Context: an optimization exercise on an open-source flow, tuned for small area. The choices shown serve that exercise and are no tape-out recipe. Function was checked by simulation only, so behaviour that the tests miss may differ from the original. No run shown here takes its clock network from TritonCTS; it comes from the design's own scripts or RTL. No driver is modelled on the clock port, so clock power and skew are understated where the tree is cut down; a real chip needs a root buffer or a tree. No activity file was given, so power comes from the tool's default toggle rates.

**flow/design.v**
```verilog
module edge_det (
  input  wire clk,
  input  wire btn_in,    
  input  wire armed,
  output wire press
);
  reg s0, s1, s2, s3;
  always @(posedge clk) begin
    s0 <= btn_in;
    s1 <= s0;
    s2 <= s1;
    s3 <= s2;
  end
  assign press = armed & ~s2 & s3;
endmodule
module uart_rx (
  input  wire clk,
  input  wire rst,
  input  wire din,
  input  wire tick,
  output wire up,
  output wire down
);
  reg m, s;
  always @(posedge clk) begin
    m <= din;
    s <= m;
  end
  reg [7:0] pos;
  reg ok, b0;
  wire we = pos[7] & pos[6] & ~pos[0];
  wire [3:0] ph = pos[7:4];
  wire idle = pos[7] & pos[6];
  wire dec  = tick & ~pos[3] & pos[2] & pos[1] & pos[0];
  wire ph0  = ~|ph;
  wire stp  = pos[7] & pos[4];
  wire leave = dec & ((ph0 & s) | stp);
  always @(posedge clk) begin
    if (rst) pos <= 8'hff;
    else if (leave) pos <= {7'h7f, ~(stp & s & ok)};
    else if ((tick & (~idle | ~s)) | we) pos <= pos + 8'd1;
  end
  wire p1 = ~ph[3] & ~ph[2] & ~ph[1] & ph[0];
  wire bad = (~ph[3] & ~ph[2] & ph[1] & (s ^ ph[0]))           
           | (~ph[3] & ph[2] & ~ph[1] & ~ph[0] & s)            
           | (~ph[3] & ph[2] & ~ph[1] & ph[0] & (s ^ b0))      
           | (ph[2] & ph[1] & ph[0] & ~s)                      
           | (ph[3] & ~ph[0] & s);                             
  always @(posedge clk) begin
    ok <= (dec & p1) | (ok & ~(dec & bad));
    if (dec & p1) b0 <= s;
  end
  assign up   = we & b0;
  assign down = we & ~b0;
endmodule
module uart_keypad (input wire clk, input wire rst, output wire tick, output wire armed);
  reg [3:0] hi; reg [6:0] lo;
  reg [10:0] pc;
  assign tick  = &hi;
  assign armed = (pc[10:9]==2'b11) && (pc[7:0]==8'b00001001);
  wire [7:0] lo45 = {1'b0, lo} + 8'd45;
  always @(posedge clk) begin
    if (rst) begin hi <= 4'd0; lo <= 7'd45; end
    else if (tick) begin hi <= {2'b00, lo45[7], ~lo45[7]}; lo <= lo45[6:0]; end
    else hi <= hi + 4'd1;
  end
  always @(posedge clk) begin
    if (rst) pc <= 11'd0;
    else if (!armed && hi == 4'd14 && lo == 7'd0) pc <= {pc[9:0], ~(pc[10] ^ pc[8])};
  end
endmodule
module uart_tx (
  input  wire       clk,
  input  wire       rst,
  input  wire       go,      
  input  wire [7:0] chr,     
  output wire       re,
  output wire       rd,
  output wire       dout
);
  reg [3:0] s;
  reg [7:0] baud;    
  wire tx_on = ~s[3] | ~s[2] | (s[1] & s[0]);
  wire full  = (baud == 8'd168);
  assign re  = s[3] & ~s[1] & s[0];
  assign rd  = s[3] & s[1] & ~s[0];
  wire s0_n = (~s[3] & s[0] & ~full) | (~s[3] & ~s[0] & full) | (s[3] & s[1] & ~full)
            | (s[3] & s[2] & ~s[0] & go);
  wire s1_n = (s[1] & ~full) | (s[1] & ~s[0]) | (s[3] & ~s[1] & s[0]) | (~s[1] & s[0] & full);
  wire s2_n = (s[2] & ~s[1]) | (s[2] & ~full) | (s[2] & ~s[0]) | (s[3] & ~s[2] & full)
            | (~s[2] & s[1] & s[0] & full);
  wire s3_n = (s[3] & ~s[0]) | (s[3] & ~full) | (~s[3] & s[2] & s[1] & s[0] & full);
  always @(posedge clk) begin
    s <= {s3_n | rst, s2_n | rst, s1_n & ~rst, s0_n & ~rst};
  end
  always @(posedge clk) begin
    if (tx_on & ~full) baud <= {baud[6:0], ~(baud[7] ^ baud[5] ^ baud[4] ^ baud[3])};
    else baud <= 8'd0;
  end
  assign dout = s[3] ? (~s[1] | ~s[0]) : chr[s[2:0]];
endmodule
module top (
    input wire clk,
    input wire rst,
    input wire rx,
    input wire btn1,
    input wire btn2,
    output wire tx,
    output wire [5:0] led
);
  wire tick, armed;
  uart_keypad u_tb (.clk(clk), .rst(rst), .tick(tick), .armed(armed));
  wire p1, p2;
  edge_det u_ed1 (.clk(clk), .btn_in(btn1), .armed(armed), .press(p1));
  edge_det u_ed2 (.clk(clk), .btn_in(btn2), .armed(armed), .press(p2));
  wire k_up, k_down;
  uart_rx u_rx (.clk(clk), .rst(rst), .din(rx), .tick(tick), .up(k_up), .down(k_down));
  wire b1 = p1 | k_up;
  wire b2 = p2 | k_down;
  wire press_any = b1 | b2;
  reg  [5:0] cnt;
  wire [5:0] cnt_nx = b1 ? cnt + 6'd1 : b2 ? cnt - 6'd1 : cnt;
  reg       busy, de, sn, pending, adv;
  reg [3:0] cur;
  reg [5:0] lat;
  wire re, rd;
  wire [3:0] nxt1;
  assign nxt1[0] = (cur[1] & cur[0]) | (cur[3] & cur[2]);
  assign nxt1[1] = (cur[2]) | (cur[1] & ~cur[0]);
  assign nxt1[2] = (~cur[1] & ~cur[0]) | (cur[3] & ~cur[0]);
  assign nxt1[3] = (cur[0]) | (~cur[2] & cur[1]) | (cur[3] & cur[1]);
  wire is_tens = (cur[2] & cur[0]);
  wire is_units = (~cur[2] & cur[1] & cur[0]);
  wire is_last_a = (~cur[1] & cur[0]);
  wire is_last_n = (cur[3] & ~cur[1] & ~cur[0]);
  wire [3:0] nxt = adv ? nxt1 : cur;
  wire last = adv ? is_last_a : is_last_n;
  wire start   = press_any & ~busy;
  wire de_proc = ~press_any & busy & ~re & de;
  wire sn_proc = ~press_any & busy & ~re & ~de & sn;
  wire restart = de_proc & last & pending;
  wire finish  = de_proc & last & ~pending;
  wire adv_set = start | (de_proc & (~last | pending));
  always @(posedge clk) begin
    busy    <= ~rst & (start | (busy & ~finish));
    pending <= ~start & ~restart & (pending | (press_any & busy));
    de      <= ~start & ((~press_any & busy & re) | (de & ~de_proc));
    sn      <= ~start & ((de_proc & ~finish) | (sn & ~de_proc & ~sn_proc));
    if (start | restart) lat <= cnt_nx;
  end
  always @(posedge clk) cnt <= rst ? 6'd0 : cnt_nx;
  always @(posedge clk) adv <= adv_set | (adv & ~rd);
  always @(posedge clk) begin
    if (press_any & ~busy) cur <= 4'd8;
    else if (rd) cur <= nxt;
  end
  wire [2:0] tens  = lat / 6'd10;
  wire [3:0] units = lat % 6'd10;
  wire [7:0] chr;
  assign chr[0] = (cur[2] & ~cur[1]) | (~cur[1] & cur[0]) | (is_tens & tens[0]) | (is_units & units[0]);
  assign chr[1] = (~cur[3] & cur[2]) | (cur[3] & ~cur[2] & ~cur[0]) | (is_tens & tens[1]) | (is_units & units[1]);
  assign chr[2] = (~cur[1] & cur[0]) | (~cur[3] & cur[1]) | (is_tens & tens[2]) | (is_units & units[2]);
  assign chr[3] = (~cur[1] & cur[0]) | (~cur[3] & cur[2] & cur[1]) | (cur[3] & ~cur[2] & ~cur[0]) | (is_units & units[3]);
  assign chr[4] = (~cur[2] & cur[1]) | (cur[2] & cur[0]);
  assign chr[5] = (cur[3] & cur[1]);
  assign chr[6] = (~cur[3]);
  assign chr[7] = 1'b0;
  uart_tx u_tx (.clk(clk), .rst(rst), .go(busy & ~sn), .chr(chr), .re(re), .rd(rd), .dout(tx));
  assign led = ~cnt;
endmodule
```
**flow/flow/run.sh**
```bash
#!/bin/bash
# Standard ORFS layout with three changes:
#  - synthesis maps the logic with an area-oriented ABC script instead of
#    ORFS's abc_area.script: each flow/*.script is tried and the one giving
#    the smallest netlist is used (the registers are the same for all);
#  - a one-level clock tree built by flow/cts_hook.tcl instead of TritonCTS;
#  - the smallest buffer on the ports.
set -euo pipefail
W=$(pwd)
best=""
best_area=""
for s in "$W"/flow/*.script; do
  n=$(basename "$s" .script)
  rm -rf "$W/scripts_$n" "$W/trial_$n"
  cp -r "$FLOW_HOME/scripts" "$W/scripts_$n"
  cp "$s" "$W/scripts_$n/abc_area.script"
  if bash standard.sh WORK_HOME="$W/trial_$n" SCRIPTS_DIR="$W/scripts_$n" synth > "$W/trial_$n.log" 2>&1; then
    a=$(awk '/Chip area for module/ {print $NF}' "$W"/trial_$n/reports/*/top/base/synth_stat.txt)
    echo "$n $a" >> "$W/trials.txt"
    if [[ -z "$best_area" ]] || awk -v a="$a" -v b="$best_area" 'BEGIN { exit !(a < b) }'; then
      best=$n
      best_area=$a
    fi
  fi
  rm -rf "$W/trial_$n"
done
echo "using $best $best_area" >> "$W/trials.txt"
bash standard.sh SCRIPTS_DIR="$W/scripts_$best" synth > "$W/synth.log" 2>&1
export PRE_CTS_TCL="$W/flow/cts_hook.tcl"
export CLK_NBUF=4
export CLK_BUFCELL=sky130_fd_sc_hd__clkbuf_8
export CLK_BUFCELL_BIG=sky130_fd_sc_hd__clkbuf_16
export CLK_SLEW_UP=0.122
export BUFFER_PORTS_ARGS="-buffer_cell sky130_fd_sc_hd__buf_1"
bash standard.sh > "$W/layout.log" 2>&1
```
**flow/flow/amap.script**
```
strash
dc2
dch -f
amap
topo
```
**flow/flow/b2.script**
```
strash
dc2
dch -f
amap
strash
dch -f
amap
topo
```
**flow/flow/b6.script**
```
strash
dc2
dch -f
amap -F 4 -A 4
topo
```
**flow/flow/c2.script**
```
strash
dc2
dch -f
amap
strash
dch -f
amap
strash
dch -f
amap
topo
```
**flow/flow/c4.script**
```
strash
&get -n
&dc2
&dch -f
&put
amap
strash
&get -n
&dch -f
&put
amap
topo
```
**flow/flow/cts_hook.tcl**
```tcl
# Sourced before clock tree synthesis (PRE_CTS_TCL). Replaces TritonCTS's
# H-tree, which for a design this small puts nine large buffers on the
# clock, with a one-level tree: CLK_NBUF buffers of type CLK_BUFCELL, each
# driving the flip-flops of one slice of the die, fed from the clock port.
rename clock_tree_synthesis __tritoncts
proc clock_tree_synthesis { args } {
  set nbuf $::env(CLK_NBUF)
  set cell $::env(CLK_BUFCELL)
  set db [ord::get_db]
  set block [ord::get_db_block]
  set master [$db findMaster $cell]
  set clk_name [get_full_name [lindex [get_property [lindex [all_clocks] 0] sources] 0]]
  set clknet [$block findNet $clk_name]
  set sinks {}
  foreach it [$clknet getITerms] {
    set loc [[$it getInst] getLocation]
    lappend sinks [list [lindex $loc 0] [lindex $loc 1] $it]
  }
  set n [llength $sinks]
  puts "custom clock tree: $n sinks, $nbuf x $cell"
  # k-means on the sink locations, seeded from slices along x
  set sinks [lsort -integer -index 0 $sinks]
  set cx {}
  set cy {}
  for { set b 0 } { $b < $nbuf } { incr b } {
    set s [lindex $sinks [expr { ($n * (2 * $b + 1)) / (2 * $nbuf) }]]
    lappend cx [lindex $s 0]
    lappend cy [lindex $s 1]
  }
  # balanced k-means: each buffer takes at most ceil(n / nbuf) sinks
  set cap [expr { ($n + $nbuf - 1) / $nbuf }]
  for { set iter 0 } { $iter < 20 } { incr iter } {
    set pairs {}
    set i 0
    foreach s $sinks {
      for { set b 0 } { $b < $nbuf } { incr b } {
        set d [expr { abs([lindex $s 0] - [lindex $cx $b]) + abs([lindex $s 1] - [lindex $cy $b]) }]
        lappend pairs [list $d $i $b]
      }
      incr i
    }
    set pairs [lsort -integer -index 0 $pairs]
    set assign [lrepeat $n -1]
    set load [lrepeat $nbuf 0]
    foreach p $pairs {
      set i [lindex $p 1]
      set b [lindex $p 2]
      if { [lindex $assign $i] < 0 && [lindex $load $b] < $cap } {
        lset assign $i $b
        lset load $b [expr { [lindex $load $b] + 1 }]
      }
    }
    set ncx {}
    set ncy {}
    for { set b 0 } { $b < $nbuf } { incr b } {
      set sx 0
      set sy 0
      set k 0
      foreach s $sinks a $assign {
        if { $a == $b } {
          set sx [expr { $sx + [lindex $s 0] }]
          set sy [expr { $sy + [lindex $s 1] }]
          incr k
        }
      }
      if { $k > 0 } {
        lappend ncx [expr { $sx / $k }]
        lappend ncy [expr { $sy / $k }]
      } else {
        lappend ncx [lindex $cx $b]
        lappend ncy [lindex $cy $b]
      }
    }
    set cx $ncx
    set cy $ncy
  }
  for { set b 0 } { $b < $nbuf } { incr b } {
    set inst [odb::dbInst_create $block $master "clkbuf_custom_$b"]
    $inst setLocation [lindex $cx $b] [lindex $cy $b]
    $inst setPlacementStatus PLACED
    set net [odb::dbNet_create $block "clknet_custom_$b"]
    $net setSigType CLOCK
    [$inst findITerm A] connect $clknet
    [$inst findITerm X] connect $net
    foreach s $sinks a $assign {
      if { $a == $b } {
        set it [lindex $s 2]
        $it disconnect
        $it connect $net
      }
    }
  }
  set_propagated_clock [all_clocks]
  # A buffer whose output slew comes out high at this placement is swapped
  # for the next larger one.
  estimate_parasitics -placement
  set big [$db findMaster $::env(CLK_BUFCELL_BIG)]
  for { set b 0 } { $b < $nbuf } { incr b } {
    set s [get_property [get_pins clkbuf_custom_$b/X] slew_max]
    puts "clkbuf_custom_$b output slew $s"
    if { $s > $::env(CLK_SLEW_UP) } {
      [$block findInst clkbuf_custom_$b] swapMaster $big
      puts "  swapped to $::env(CLK_BUFCELL_BIG)"
    }
  }
}
```
**flow/flow/d5.script**
```
strash
dc2
dch -f
amap -x
strash
dch -f
amap -x
topo
```
**flow/flow/d6.script**
```
strash
dc2
dch -f
amap
strash
dch -f
amap
strash
fraig
dch -f
amap
topo
```
**flow/standard.sh**
```bash
#!/bin/bash
# synth_recipe.tcl (not shown) runs the flow's synth.tcl, then flattens the netlist and writes it again
# the make line also repeats each setting of config.mk as NAME=value (left out here)
make -C /OpenROAD-flow-scripts/flow DESIGN_CONFIG=/design/flow/config.mk WORK_HOME=/design/flow/orfs CLKGATE_MAP_FILE= SYNTH_SCRIPT=/design/flow/synth_recipe.tcl "${@:-finish}"
```
**flow/config.mk**
```make
export PLATFORM = sky130hd
export DESIGN_NAME = top
export DESIGN_NICKNAME = top
export VERILOG_FILES = /design/flow/design.v
export SDC_FILE = /design/flow/constraint.sdc
export NUM_CORES = 4
export LEC_CHECK = 0
export ABC_AREA = 1
export CAP_MARGIN = 20
export CORE_MARGIN = 2
export CORE_UTILIZATION = 60
export GPL_ROUTABILITY_DRIVEN = 0
export GPL_TIMING_DRIVEN = 0
export SLEW_MARGIN = 20
```
**flow/constraint.sdc**
```tcl
create_clock -name core_clock -period 37.0 [get_ports {clk}]
set_input_delay 7.4000 -clock core_clock [delete_from_list [all_inputs] [get_ports {clk}]]
set_output_delay 7.4000 -clock core_clock [all_outputs]
set_load 0.01 [all_outputs]
```
==> impl_metrics.ini, run 1 <==
[sta]
fin_crit_sh_pct = 29.1
fin_ws_ns = 26.23
clock_skew_ns = 0.0152
setup_viol_count_final = 0
grt_setup_unrepaired = false
hold_violations = 0
final_period_minus_worst_setup_slack_ns = 10.77
fmax_mhz = 92.9
worst_pin_slew_ns = 0.863
tns_ns = 0
whs_ns = 0.335
slew_headroom_pct = 41.9
report.final.slew_viol_count = 0

[synthesis]
syn_inst = 393
synth_enable_flop_cells = 7
synth_area_sq_um = 3180
syn_area_per_cell_sq_um = 8.08
yosysSeqAreaShare_pct = 49.5
synth-seq-cells = 75
synthesis.nets = 405
synth_ff_type = dfxtp_1
synth_warnings = 5
async_reset_ff_share_pct = 0
ys_types = 38

[floorplan]
rows = 26
ios = 12
dieWidth_microns = 76.8
fp.dieH_microns = 76.8
initial_utilization_pct = 62.2
fp.coreArea_sq_um = 5110
dieArea_sq_um = 5890

[critical_path]
crit_path_max_fanout = 3
cp-end-kind = output port
reg2reg_depth = 14
rr_startpoint = u_tb.pc[5]$_SDFFE_PP0P_
cp_data_required_time_ns = 29.60
worstSetupPathType = register to output port
crit_arrival_ns = 3.37
r2r-end = lat[3]$_DFFE_PN_
rrSetupSlack_ns = 34.13
start_kind = register

[clock_network]
post-cts-setup-buffer-count = 0
clk_pin_slew_worst_paths_ns = 0.12
clock_latency_ns = 0.17
hold_buffers = 0
post_cts_resized = 0

[finish]
nets = 423
n_fill_cell = 465
drive_gt1_share_pct = 1.71
utilization_pct = 66.0
multi_input_comb_area_sq_um = 1400
synthToLayoutAreaGrowth_pct = 6.18
post-route-cell-area_sq_um = 3370
ff_latch_area_sq_um = 1570
n_antenna_cell = 0

[global_routing]
antenna_found_initial = 0
grt_max_degree = 32
grt_pass1_wl_microns = 10200
gr-total-overflow = 0
grt_pass1_vias = 2412
grt_usage_pct = 19.9

[power_and_ir_drop]
ir_drop_uv = 38.2
leakage_nw = 1.18
powerDensity_nw_per_um2 = 36.6

[placement]
dpl.hpwl_microns = 4360
placed_area_sq_um = 3320
io_buffers = 11
pre_cts_ws_ns = 26.46

[status]
status = complete, no violations

[worst_hold_path]
hold-path-cell-count = 0
min_path_type = register to register
min-delay-start = u_ed2.s1$_DFF_P_
hold_path_end = u_ed2.s2$_DFF_P_

[drt]
drcViolationCount = 0
via_per_inst = 5.48
drtPass1Iterations = 4
num_vias = 2623
routed_wl_microns = 5840
wl_per_cell_microns = 12.2
drt_iter0_drc = 144
drtAntennaViolNets = 0

[run]
max-cap-violations = 0
-- worst max-delay path by stage --
stage	end	start	slack [ns]	cells after the start
floorplan	tx	lat[4]$_DFFE_PN_	26.91	18
detailed placement	tx	lat[4]$_DFFE_PN_	26.46	19
global placement	tx	lat[4]$_DFFE_PN_	26.51	19
global route	tx	lat[4]$_DFFE_PN_	25.74	19
finish	tx	lat[4]$_DFFE_PN_	26.23	19
CTS	tx	lat[4]$_DFFE_PN_	26.21	19
-- kinds of logic after synthesis --
logic type,Yosys count,share of synthesized area [%]
DFF,75,49.5
AOI/OAI and AO/OA,102,20.1
and+or+nand+nor,153,21.1
adders and majority gates,7,2.76
buffers and inverters,56,6.62
-- cell type report --
cell class                 count  share of cell area, %
buffer                         4                   1.63
inverter                      56                   6.23
multi-input combinational    262                   41.5
sequential                    75                   46.6
tap                           70                   2.60
timing repair buffer          12                   1.41
-- worst max-delay path, cell delays in order (launching register included) --
cell and delay [ns]:
edfxtp_1 0.44, o21ai_0 0.24, or2_0 0.17, o21a_1 0.15
nand2_1 0.07, a31oi_1 0.29, nor2_1 0.10, a21oi_1 0.15
nor2b_1 0.22, nor2_1 0.08, nor2_1 0.17, nor2_1 0.07
a21oi_1 0.12, nor2_1 0.05, a2111oi_0 0.35, or3_1 0.17
a32oi_1 0.09, nand2_1 0.07, o21ai_0 0.08, buf_1 0.13
-- Yosys cell counts, drive strengths merged, types with 2 or more instances --
cell,n,share of area [%]
nor2,80,9.5
or2,2,0.39
o31ai,2,0.47
clkinv,56,6.6
a21oi,24,3.8
nor4,3,0.59
o21a,3,0.71
nor3,14,2.2
a31oi,6,1.2
a32oi,2,0.55
nand4,2,0.39
or4,2,0.47
dfxtp,68,43
or3,5,0.98
a211oi,8,1.9
o21ai,24,3.8
nand3,8,1.3
nand2,25,3.0
o22ai,17,3.3
edfxtp,7,6.6
nor2b,9,1.8
o221ai,4,1.1
ha,7,2.8
-- routing by layer --
| layer | GRT usage [%] | part of all wire (%) | vias to the layer above |
|---|---|---|---|
| met1 | 26.5 | 49 | 1193 |
| met3 | 1.65 | 2.7 | 7 |
| met4 | 3.45 | 1.8 | 0 |
| li1 | - | - | 1398 |
| met2 | 35.7 | 47 | 25 |
| met5 | 0 | 0 | - |
-- where the power goes --
| group | switching, W | internal, W | total (W) |
|---|---|---|---|
| clock | 0.0000194 | 0.0000101 | 0.0000295 |
| sequential | 0.00000169 | 0.0000840 | 0.0000857 |
| combinational | 0.00000511 | 0.00000313 | 0.00000824 |
-- layout by cell type, fill, tap and decap left out, types with 2 or more instances in the layout --
cell type / synthesis / routed
o22ai_1: 17 / 17
o21a_1: 3 / 3
nor3_1: 14 / 14
nand2_1: 25 / 25
a32oi_1: 2 / 2
nor4_1: 3 / 2
nor2_1: 80 / 80
clkinv_1: 56 / 56
dfxtp_1: 68 / 68
nand3_1: 8 / 8
nand4_1: 2 / 2
or2_0: 2 / 2
o21ai_0: 24 / 24
a31oi_1: 6 / 6
buf_1: 0 / 10
or3_1: 5 / 5
buf_2: 0 / 2
o221ai_1: 4 / 4
clkbuf_8: 0 / 4
a21oi_1: 24 / 24
nor2b_1: 9 / 9
edfxtp_1: 7 / 7
o31ai_1: 2 / 2
a211oi_1: 8 / 8
or4_1: 2 / 2
ha_1: 7 / 7
-- state kept, by name, summed over array words and instances, names as in the netlist, 4 cells and up --
signal / cells
u_tb.hi: 4
u_tb.pc: 11
u_tx.s: 4
lat: 6
cur: 4
u_tb.lo: 7
u_tx.baud: 8
cnt: 6
u_rx.pos: 8
-- per-stage QoR --
step | cells | total power, W
detailed placement | 475 | 0.0000958
global placement | 474 | 0.0000957
CTS | 479 | 0.000125
floorplan | 393 | 0.0000935
global route | 479 | 0.000129
finish | 479 | 0.000123
==> run 2: changes to the inputs <==
--- a/flow/config.mk
+++ b/flow/config.mk
@@ -10,5 +10,4 @@
 export CORE_MARGIN = 2
 export CORE_UTILIZATION = 60
-export GPL_ROUTABILITY_DRIVEN = 0
 export GPL_TIMING_DRIVEN = 0
 export SLEW_MARGIN = 20
==> run 2 against run 1 <==
Via count unchanged. Area after synthesis unchanged. Clock power about the same. Die area unchanged. Combinational power barely moved. Core utilization unchanged. Design area stayed put. Register-to-register slack is essentially flat. Global-route usage stayed put. Total power unchanged. Final cell count unchanged. Setup slack stayed put. Critical path type unchanged. Largest cell class unchanged. Highest routed layer unchanged.
==> impl_metrics.ini, run 2 <==
[status]
status = complete, no violations

[finish]
n_antenna_cell = 0
top_register = u_tb.pc
reg_top3 = u_tb.pc (11), u_rx.pos (8), u_tx.baud (8)
largest_reg_flops = 11
post-route-cell-area_sq_um = 3370
final_cell_mix = 80 x nor2_1, 68 x dfxtp_1, 56 x clkinv_1
nets = 423
final_cells = 479
drive_gt1_share_pct = 1.71
final_common_cell = nor2_1
synthToLayoutAreaGrowth_pct = 6.18

[clock_network]
clk_pin_slew_worst_paths_ns = 0.12
post-cts-setup-buffer-count = 0
clock_latency_ns = 0.17
post_cts_resized = 0
hold_buffers = 0

[global_routing]
antenna_found_initial = 0
grt_pass1_wl_microns = 10200
gr-total-overflow = 0
gr-usage-met1_pct = 26.5
grt_pass1_vias = 2412
grt_usage_pct = 19.9
grt_max_degree = 32
grt.busiest_layer = met2
met2_usage_pct = 35.7
grtUsageMet3_pct = 1.65

[drt]
drtAntennaViolNets = 0
wl_per_cell_microns = 12.2
drtPass1Iterations = 4
num_vias = 2623
routed_wl_microns = 5840
drt_iter0_drc = 144
via_per_inst = 5.48
drcViolationCount = 0

[critical_path]
crit_arrival_ns = 3.37
crit_path_max_fanout = 3
start_kind = register
rr_startpoint = u_tb.pc[5]$_SDFFE_PP0P_
cp-end-kind = output port
path_common_cell = nor2_1
worstSetupPathType = register to output port
cp_slowest_cell = edfxtp_1
cp_num_buf_inv = 1
reg2reg_depth = 14
max_stage_delay_ns = 0.44
cp_data_required_time_ns = 29.60
rrSetupSlack_ns = 34.13
crit_family = compound AO/OA/AOI/OAI gates
cp.depth = 19
r2r-end = lat[3]$_DFFE_PN_
crit_chain = o21ai_0, or2_0, o21a_1, nand2_1, a31oi_1, nor2_1, a21oi_1, nor2b_1, nor2_1, nor2_1, nor2_1, a21oi_1, nor2_1, a2111oi_0, or3_1, a32oi_1, nand2_1, o21ai_0, buf_1

[floorplan]
dieArea_sq_um = 5890
initial_utilization_pct = 62.2
rows = 26
fp.coreArea_sq_um = 5110
fp.dieH_microns = 76.8
dieWidth_microns = 76.8
ios = 12

[placement]
placed_area_sq_um = 3320
gp_congestion = 0.838
io_buffers = 11
dp.cells = 475
dpl.hpwl_microns = 4360
pre_cts_ws_ns = 26.46

[synthesis]
ys_types = 38
synthesis.nets = 405
synth_area_leader_cell = dfxtp_1
synth_area_sq_um = 3180
yosys-top-cells-area = dfxtp_1 43%, nor2_1 9.5%, clkinv_1 6.6%
syn_inst = 393
synth_enable_flop_cells = 7
synth-seq-cells = 75
syn_area_per_cell_sq_um = 8.08
async_reset_ff_share_pct = 0
synth_ff_type = dfxtp_1
synth_most_common_cell = nor2_1
yosysSeqAreaShare_pct = 49.5
yosys.area.top_type_share_pct = 42.9
synth_warnings = 5
yosys-top-cells-count = 80 x nor2_1, 68 x dfxtp_1, 56 x clkinv_1

[sta]
slew_headroom_pct = 41.9
fmax_mhz = 92.9
tns_ns = 0
clock_skew_ns = 0.0152
setup_viol_count_final = 0
report.final.slew_viol_count = 0
fin_ws_ns = 26.23
hold_violations = 0
fin_crit_sh_pct = 29.1
grt_setup_unrepaired = false
final_period_minus_worst_setup_slack_ns = 10.77
worst_pin_slew_ns = 0.863

[power_and_ir_drop]
ir_drop_uv = 38.2
leakage_nw = 1.18
power.total_w = 0.000123
powerDensity_nw_per_um2 = 36.6

[run]
max-cap-violations = 0

[worst_hold_path]
min_path_type = register to register
hold-path-cell-count = 0
hold_path_end = u_ed2.s2$_DFF_P_
min-delay-start = u_ed2.s1$_DFF_P_
[run 2: metrics by stage]
stage | utilization [%] | hold slack [ns]
finish | 66.0 | 0.335
CTS | 66.0 | 0.338
floorplan | - | 0.310
global route | 66.0 | 0.349
global placement | 64.7 | 0.311
detailed placement | 65.0 | 0.313
[run 2: cell families after synthesis]
logic type               after synthesis  share of synthesized area [%]
AO/OA/AOI/OAI                        102                           20.1
flip-flops                            75                           49.5
buffers and inverters                 56                           6.62
AND/OR/NAND/NOR                      153                           21.1
adder cells (fa/ha/maj)                7                           2.76
[run 2: worst max-delay path by stage]
stage,from,to
CTS,lat[4]$_DFFE_PN_,tx
global route,lat[4]$_DFFE_PN_,tx
detailed placement,lat[4]$_DFFE_PN_,tx
global placement,lat[4]$_DFFE_PN_,tx
floorplan,lat[4]$_DFFE_PN_,tx
finish,lat[4]$_DFFE_PN_,tx
[run 2: worst reg2reg max path: stages, from the launching register on]
cell	delay [ns]
dfxtp_1	0.34
or4_1	0.52
nor3_1	0.46
nand2_1	0.10
nor2_1	0.11
a21oi_1	0.09
clkinv_1	0.10
nor2_1	0.09
clkinv_1	0.08
nor2_1	0.06
o31ai_1	0.10
clkinv_1	0.14
nand2_1	0.10
nor2_1	0.06
a21o_1	0.29
[run 2: final cells by class]
cell class / count / area (sq um)
repair buffers: 12 / 47.5
fillers: 465 / 1730
multi-input cells: 262 / 1400
flip-flops and latches: 75 / 1570
inverters: 56 / 210
plain buffers: 4 / 55.1
well taps: 70 / 87.6
[run 2: routing by layer]
layer  vias up  share of wire [%]
met2        25                 47
met3         7                2.7
met4         0                1.8
met5         -                  0
met1      1193                 49
li1       1398                  -
[run 2: where the power goes]
| group | internal, W | switching [W] | leakage [nW] |
|---|---|---|---|
| clock | 0.0000101 | 0.0000194 | 0.0288 |
| combinational | 0.00000313 | 0.00000511 | 0.549 |
| sequential | 0.0000840 | 0.00000169 | 0.607 |
==> run 3: changes to the inputs <==
--- a/flow/flow/run.sh
+++ b/flow/flow/run.sh
@@ -4,5 +4,6 @@
 #    ORFS's abc_area.script: each flow/*.script is tried and the one giving
 #    the smallest netlist is used (the registers are the same for all);
-#  - a one-level clock tree built by flow/cts_hook.tcl instead of TritonCTS;
+#  - a one-level clock tree of four buffers built by flow/cts_hook.tcl
+#    instead of TritonCTS;
 #  - the smallest buffer on the ports.
 set -euo pipefail
--- a/flow/flow/cts_hook.tcl
+++ b/flow/flow/cts_hook.tcl
@@ -1,6 +1,9 @@
 # Sourced before clock tree synthesis (PRE_CTS_TCL). Replaces TritonCTS's
 # H-tree, which for a design this small puts nine large buffers on the
-# clock, with a one-level tree: CLK_NBUF buffers of type CLK_BUFCELL, each
-# driving the flip-flops of one slice of the die, fed from the clock port.
+# clock, with a one-level tree fed from the clock port: CLK_NBUF buffers of
+# type CLK_BUFCELL, each driving an equal share of the flip-flops, grouped by
+# balanced k-means on their placed locations, with the buffer at the group's
+# centre. A buffer whose estimated output slew exceeds CLK_SLEW_UP (ns) is
+# swapped for CLK_BUFCELL_BIG.
 rename clock_tree_synthesis __tritoncts
 proc clock_tree_synthesis { args } {
--- a/flow/config.mk
+++ b/flow/config.mk
@@ -10,4 +10,3 @@
 export CORE_MARGIN = 2
 export CORE_UTILIZATION = 60
-export GPL_TIMING_DRIVEN = 0
 export SLEW_MARGIN = 20
==> run 3 against run 2 <==
First-iteration DRC count down 6.9%. Largest cell class unchanged. Critical endpoint unchanged. Clock skew shrank 0.0017 ns. Die area unchanged.
==> impl_metrics.ini, run 3 <==
[synthesis]
synth_enable_flop_cells = 7
yosysSeqAreaShare_pct = 49.5
synth_area_sq_um = 3180
syn_area_per_cell_sq_um = 8.08
syn_inst = 393
yosys-top-cells-count = 80 x nor2_1, 68 x dfxtp_1, 56 x clkinv_1
synth_area_leader_cell = dfxtp_1
synth_warnings = 5
ys_types = 38
synth_ff_type = dfxtp_1
synthesis.nets = 405
async_reset_ff_share_pct = 0
synth-seq-cells = 75
yosys-top-cells-area = dfxtp_1 43%, nor2_1 9.5%, clkinv_1 6.6%
yosys.area.top_type_share_pct = 42.9
synth_most_common_cell = nor2_1

[critical_path]
crit_arrival_ns = 3.40
rr_startpoint = u_tb.pc[5]$_SDFFE_PP0P_
cp.depth = 19
crit_family = compound AO/OA/AOI/OAI gates
max_stage_delay_ns = 0.42
cp_slowest_cell = edfxtp_1
crit_chain = o21ai_0, or2_0, o21a_1, nand2_1, a31oi_1, nor2_1, a21oi_1, nor2b_1, nor2_1, nor2_1, nor2_1, a21oi_1, nor2_1, a2111oi_0, or3_1, a32oi_1, nand2_1, o21ai_0, buf_1
start_kind = register
worstSetupPathType = register to output port
reg2reg_depth = 14
cp_num_buf_inv = 1
endpoint = tx
cp-end-kind = output port
rrSetupSlack_ns = 34.15
r2r-end = lat[5]$_DFFE_PN_
crit_path_max_fanout = 3
cp_data_required_time_ns = 29.60
startpoint = lat[4]$_DFFE_PN_
path_common_cell = nor2_1

[sta]
setup_viol_count_final = 0
whs_ns = 0.336
tns_ns = 0
report.final.slew_viol_count = 0
fmax_mhz = 92.6
worst_pin_slew_ns = 0.863
clock_skew_ns = 0.0135
hold_violations = 0
final_period_minus_worst_setup_slack_ns = 10.80
slew_headroom_pct = 41.8
fin_crit_sh_pct = 29.2
grt_setup_unrepaired = false

[drt]
num_vias = 2598
wl_per_cell_microns = 12.0
drcViolationCount = 0
drtPass1Iterations = 4
via_per_inst = 5.41
drt_iter0_drc = 134
routed_wl_microns = 5780
drtAntennaViolNets = 0

[global_routing]
gr-total-overflow = 0
met2_usage_pct = 35.3
grtUsageMet3_pct = 1.53
grt_usage_pct = 20.3
grt_max_degree = 32
antenna_found_initial = 0
grt.busiest_layer = met2
grt_pass1_vias = 2418
grt_pass1_wl_microns = 10400
gr-usage-met1_pct = 28.5

[finish]
final_common_cell = nor2_1
post-route-cell-area_sq_um = 3380
synthToLayoutAreaGrowth_pct = 6.26
largest_reg_flops = 11
nets = 424
n_antenna_cell = 0
top_register = u_tb.pc
drive_gt1_share_pct = 1.46
final_cell_mix = 80 x nor2_1, 68 x dfxtp_1, 56 x clkinv_1
reg_top3 = u_tb.pc (11), u_rx.pos (8), u_tx.baud (8)

[power_and_ir_drop]
ir_drop_uv = 42.7
power.total_w = 0.000124
swShare_pct = 21.3
leakage_nw = 1.19
power_frac_comb_pct = 6.8
p_int_w = 0.0000973
p_sw_w = 0.0000263
pwr-share-seq_pct = 69.4
clockPowerShare_pct = 23.8
powerDensity_nw_per_um2 = 36.6

[run]
max-cap-violations = 0

[floorplan]
initial_utilization_pct = 62.2
rows = 26
dieArea_sq_um = 5890
fp.dieH_microns = 76.8
dieWidth_microns = 76.8
fp.coreArea_sq_um = 5110
ios = 12

[placement]
gp_congestion = 0.774
io_buffers = 11
dpl.hpwl_microns = 4280
placed_area_sq_um = 3320

[clock_network]
post_cts_resized = 0
post-cts-setup-buffer-count = 0
clock_latency_ns = 0.17
clk_pin_slew_worst_paths_ns = 0.12
hold_buffers = 0

[status]
status = complete, no violations

[worst_hold_path]
min_path_type = register to register
run 3: cell counts after synthesis:
Identical to the previous run, type by type.
run 3: power by group through the flow:
stage          sequential, W  combinational [W]  clock [W]
2_1_floorplan      0.0000872         0.00000636          0
3_3_place_gp       0.0000875         0.00000828          0
3_5_place_dp       0.0000876         0.00000834          0
4_1_cts            0.0000857         0.00000835  0.0000304
5_1_grt            0.0000861         0.00000972  0.0000328
6_report           0.0000858         0.00000837  0.0000295
run 3: metal layers:
layer | share of wire (%) | vias to the layer above
li1 | - | 1404
met1 | 50 | 1155
met2 | 46 | 32
met3 | 3.0 | 7
met4 | 1.3 | 0
met5 | 0 | -
run 3: worst min path at each step:
| stage | start | endpoint | slack (ns) | cells past startpoint |
|---|---|---|---|---|
| floorplan | u_ed1.s0$_DFF_P_ | u_ed1.s1$_DFF_P_ | 0.31 | 0 |
| global placement | u_ed1.s0$_DFF_P_ | u_ed1.s1$_DFF_P_ | 0.31 | 0 |
| detailed placement | u_ed1.s0$_DFF_P_ | u_ed1.s1$_DFF_P_ | 0.31 | 0 |
| CTS | u_ed1.s0$_DFF_P_ | u_ed1.s1$_DFF_P_ | 0.34 | 0 |
| global route | u_ed1.s0$_DFF_P_ | u_ed1.s1$_DFF_P_ | 0.35 | 0 |
| finish | u_ed1.s0$_DFF_P_ | u_ed1.s1$_DFF_P_ | 0.34 | 0 |
run 3: per-stage QoR:
stage                     worst slack, ns  instances  util [%]
after floorplan                     26.91        393         -
after global placement              26.62        476      65.0
after detailed placement            26.47        476      65.0
after CTS                           26.23        480      66.1
after global routing                25.81        480      66.1
final                               26.20        480      66.1
run 3: area by class of cell:
class | instances | area, sq um
flip-flops and latches | 75 | 1570
inverters | 56 | 210
well taps | 70 | 87.6
multi-input cells | 262 | 1400
fillers | 456 | 1730
plain buffers | 4 | 55.1
repair buffers | 13 | 56.3
run 3: cells by family (layout without fill, tap and decap cells):
family,after synthesis,count (layout),share of synthesized area (%)
and+or+nand+nor,153,153,21.1
AOI/OAI and AO/OA,102,102,20.1
DFF,75,75,49.5
buffers and inverters,56,73,6.62
adders and majority gates,7,7,2.76
==> run 4: changes to the inputs <==
--- a/flow/design.v
+++ b/flow/design.v
@@ -58,5 +58,5 @@
   reg [10:0] pc;
   assign tick  = &hi;
-  assign armed = (pc[10:9]==2'b11) && (pc[7:0]==8'b00001001);
+  assign armed = (pc[10:9]==2'b11) && (pc[7:0]==8'b00001001);   
   wire [7:0] lo45 = {1'b0, lo} + 8'd45;
   always @(posedge clk) begin
==> run 4 against run 3 <==
First-iteration DRC count did not move. Design area did not move. Clock skew did not move. Die area did not move. Sequential share of layout area did not move. Sequential cell count did not move.
==> impl_metrics.ini, run 4 <==
[finish]
post-route-cell-area_sq_um = 3380
ff_latch_area_sq_um = 1570
final_cell_mix = 80 x nor2_1, 68 x dfxtp_1, 56 x clkinv_1
final_common_cell = nor2_1
multi_input_comb_area_sq_um = 1400
top_register = u_tb.pc
synthToLayoutAreaGrowth_pct = 6.26
final_cells = 480
drive_gt1_share_pct = 1.46
largest_reg_flops = 11
reg_top3 = u_tb.pc (11), u_rx.pos (8), u_tx.baud (8)
nets = 424
utilization_pct = 66.1
n_antenna_cell = 0
n_fill_cell = 456

[floorplan]
fp.coreArea_sq_um = 5110
initial_utilization_pct = 62.2
rows = 26
fp.dieH_microns = 76.8
dieArea_sq_um = 5890
ios = 12
dieWidth_microns = 76.8

[synthesis]
synth_ff_type = dfxtp_1
synth_warnings = 5
async_reset_ff_share_pct = 0
synth_compound_area_share_pct = 20.1
synth.mux.area_fraction_pct = 0
synth_area_sq_um = 3180
synth-xor-area-share_pct = 0
yosys-top-cells-count = 80 x nor2_1, 68 x dfxtp_1, 56 x clkinv_1
synth_most_common_cell = nor2_1
yosys-top-cells-area = dfxtp_1 43%, nor2_1 9.5%, clkinv_1 6.6%
synthesis.nets = 405
synth_area_leader_cell = dfxtp_1
synth_top_family_by_area = simple AND/OR/NAND/NOR gates
syn_inst = 393
ys_types = 38
yosysSeqAreaShare_pct = 49.5
yosys.area.top_type_share_pct = 42.9
synth-seq-cells = 75
synth_enable_flop_cells = 7
syn_area_per_cell_sq_um = 8.08
synthAdderAreaFrac_pct = 2.76
synth-simple-area-share_pct = 21.1

[clock_network]
post-cts-setup-buffer-count = 0
post_cts_resized = 0
hold_buffers = 0
clock_latency_ns = 0.17
clk_pin_slew_worst_paths_ns = 0.12

[global_routing]
grt_max_degree = 32
grt_usage_pct = 20.3
grt_pass1_wl_microns = 10400
gr-total-overflow = 0
antenna_found_initial = 0
grt_pass1_vias = 2418

[critical_path]
r2r-end = lat[5]$_DFFE_PN_
cp_data_required_time_ns = 29.60
reg2reg_depth = 14
start_kind = register
crit_path_max_fanout = 3
rr_startpoint = u_tb.pc[5]$_SDFFE_PP0P_
cp-end-kind = output port
crit_arrival_ns = 3.40
worstSetupPathType = register to output port
rrSetupSlack_ns = 34.15

[placement]
dpl.hpwl_microns = 4280
placed_area_sq_um = 3320
gp_congestion = 0.774
dp.cells = 476
io_buffers = 11

[sta]
hold_violations = 0
fmax_mhz = 92.6
setup_viol_count_final = 0
slew_headroom_pct = 41.8
fin_crit_sh_pct = 29.2
final_period_minus_worst_setup_slack_ns = 10.80
grt_setup_unrepaired = false
tns_ns = 0
clock_skew_ns = 0.0135
report.final.slew_viol_count = 0
worst_pin_slew_ns = 0.863

[power_and_ir_drop]
ir_drop_uv = 42.7
leakage_nw = 1.19
power.total_w = 0.000124
powerDensity_nw_per_um2 = 36.6

[worst_hold_path]
min-delay-start = u_ed1.s0$_DFF_P_
min_path_type = register to register
hold-path-cell-count = 0
hold_path_end = u_ed1.s1$_DFF_P_

[drt]
drtPass1Iterations = 4
num_vias = 2598
wl_per_cell_microns = 12.0
drtAntennaViolNets = 0
via_per_inst = 5.41
drt_iter0_drc = 134
drcViolationCount = 0
routed_wl_microns = 5780

[status]
status = complete, no violations

[run]
max-cap-violations = 0
[run 4: kinds of logic after synthesis]
kind of cell,Yosys count
AO/OA/AOI/OAI,102
AND/OR/NAND/NOR,153
adder cells (fa/ha/maj),7
flip-flops,75
buffers and inverters,56
[run 4: worst max-delay path by stage]
stage | from | endpoint | slack [ns] | depth (start not counted)
2_1_floorplan | lat[4]$_DFFE_PN_ | tx | 26.91 | 18
3_3_place_gp | lat[4]$_DFFE_PN_ | tx | 26.62 | 19
3_5_place_dp | lat[4]$_DFFE_PN_ | tx | 26.47 | 19
4_1_cts | lat[4]$_DFFE_PN_ | tx | 26.23 | 19
5_1_grt | lat[4]$_DFFE_PN_ | tx | 25.81 | 19
6_report | lat[4]$_DFFE_PN_ | tx | 26.20 | 19
[run 4: critical path, stage by stage (launching register included)]
cell,delay (ns)
edfxtp_1,0.42
o21ai_0,0.24
or2_0,0.17
o21a_1,0.16
nand2_1,0.08
a31oi_1,0.26
nor2_1,0.09
a21oi_1,0.17
nor2b_1,0.22
nor2_1,0.08
nor2_1,0.18
nor2_1,0.08
a21oi_1,0.13
nor2_1,0.05
a2111oi_0,0.39
or3_1,0.16
a32oi_1,0.09
nand2_1,0.07
o21ai_0,0.08
buf_1,0.13
[run 4: layout make-up]
type,count,area share (%)
sequential,75,46.6
multi-input combinational,262,41.3
inverter,56,6.23
tap,70,2.59
timing repair buffer,13,1.67
buffer,4,1.63
[run 4: where the power goes]
group	switching [W]	total, W	internal, W	leakage (nW)
logic	0.00000520	0.00000837	0.00000317	0.551
clock network	0.0000194	0.0000295	0.0000101	0.0288
registers	0.00000174	0.0000858	0.0000840	0.607
[run 4: per-layer routing]
| layer | GRT usage [%] | up-vias | wire length [microns] |
|---|---|---|---|
| met1 | 28.5 | 1155 | 2880 |
| met5 | 0 | - | 0 |
| met2 | 35.3 | 32 | 2650 |
| met3 | 1.53 | 7 | 172 |
| met4 | 2.73 | 0 | 76 |
| li1 | - | 1404 | - |
[run 4: per-stage QoR]
step | setup WS (ns) | hold slack, ns
after global placement | 26.62 | 0.310
after CTS | 26.23 | 0.339
after detailed placement | 26.47 | 0.313
after global routing | 25.81 | 0.348
after floorplan | 26.91 | 0.310
final | 26.20 | 0.336

-- static timing again, ports no longer ideal --
How much do the figures lean on ideal ports? The routed layouts below were timed once more, with nothing changed but the port constraints.
Step 1: set_driving_cell puts a clkbuf_16 on clk and a buf_2 on each other input, an assumption about the parent block.
Step 2 times the ports against the registers' clock, not the clock port: input delays grow and output delays shrink by t, the midpoint of the rising clock arrivals with the driver on.
Three values: ideal, step 1, step 2; two values: the first two.
run	shift t [ns]	slack for setup (ns)	clock arrival spread, ns
run 1	0.224	26.233 / 26.172 / 26.396	0.016 / 0.015
run 2	0.224	26.233 / 26.172 / 26.396	0.016 / 0.015
run 3	0.223	26.196 / 26.136 / 26.359	0.014 / 0.013
run 4	0.223	26.196 / 26.136 / 26.359	0.014 / 0.013
After both steps every run listed still meets setup and hold.
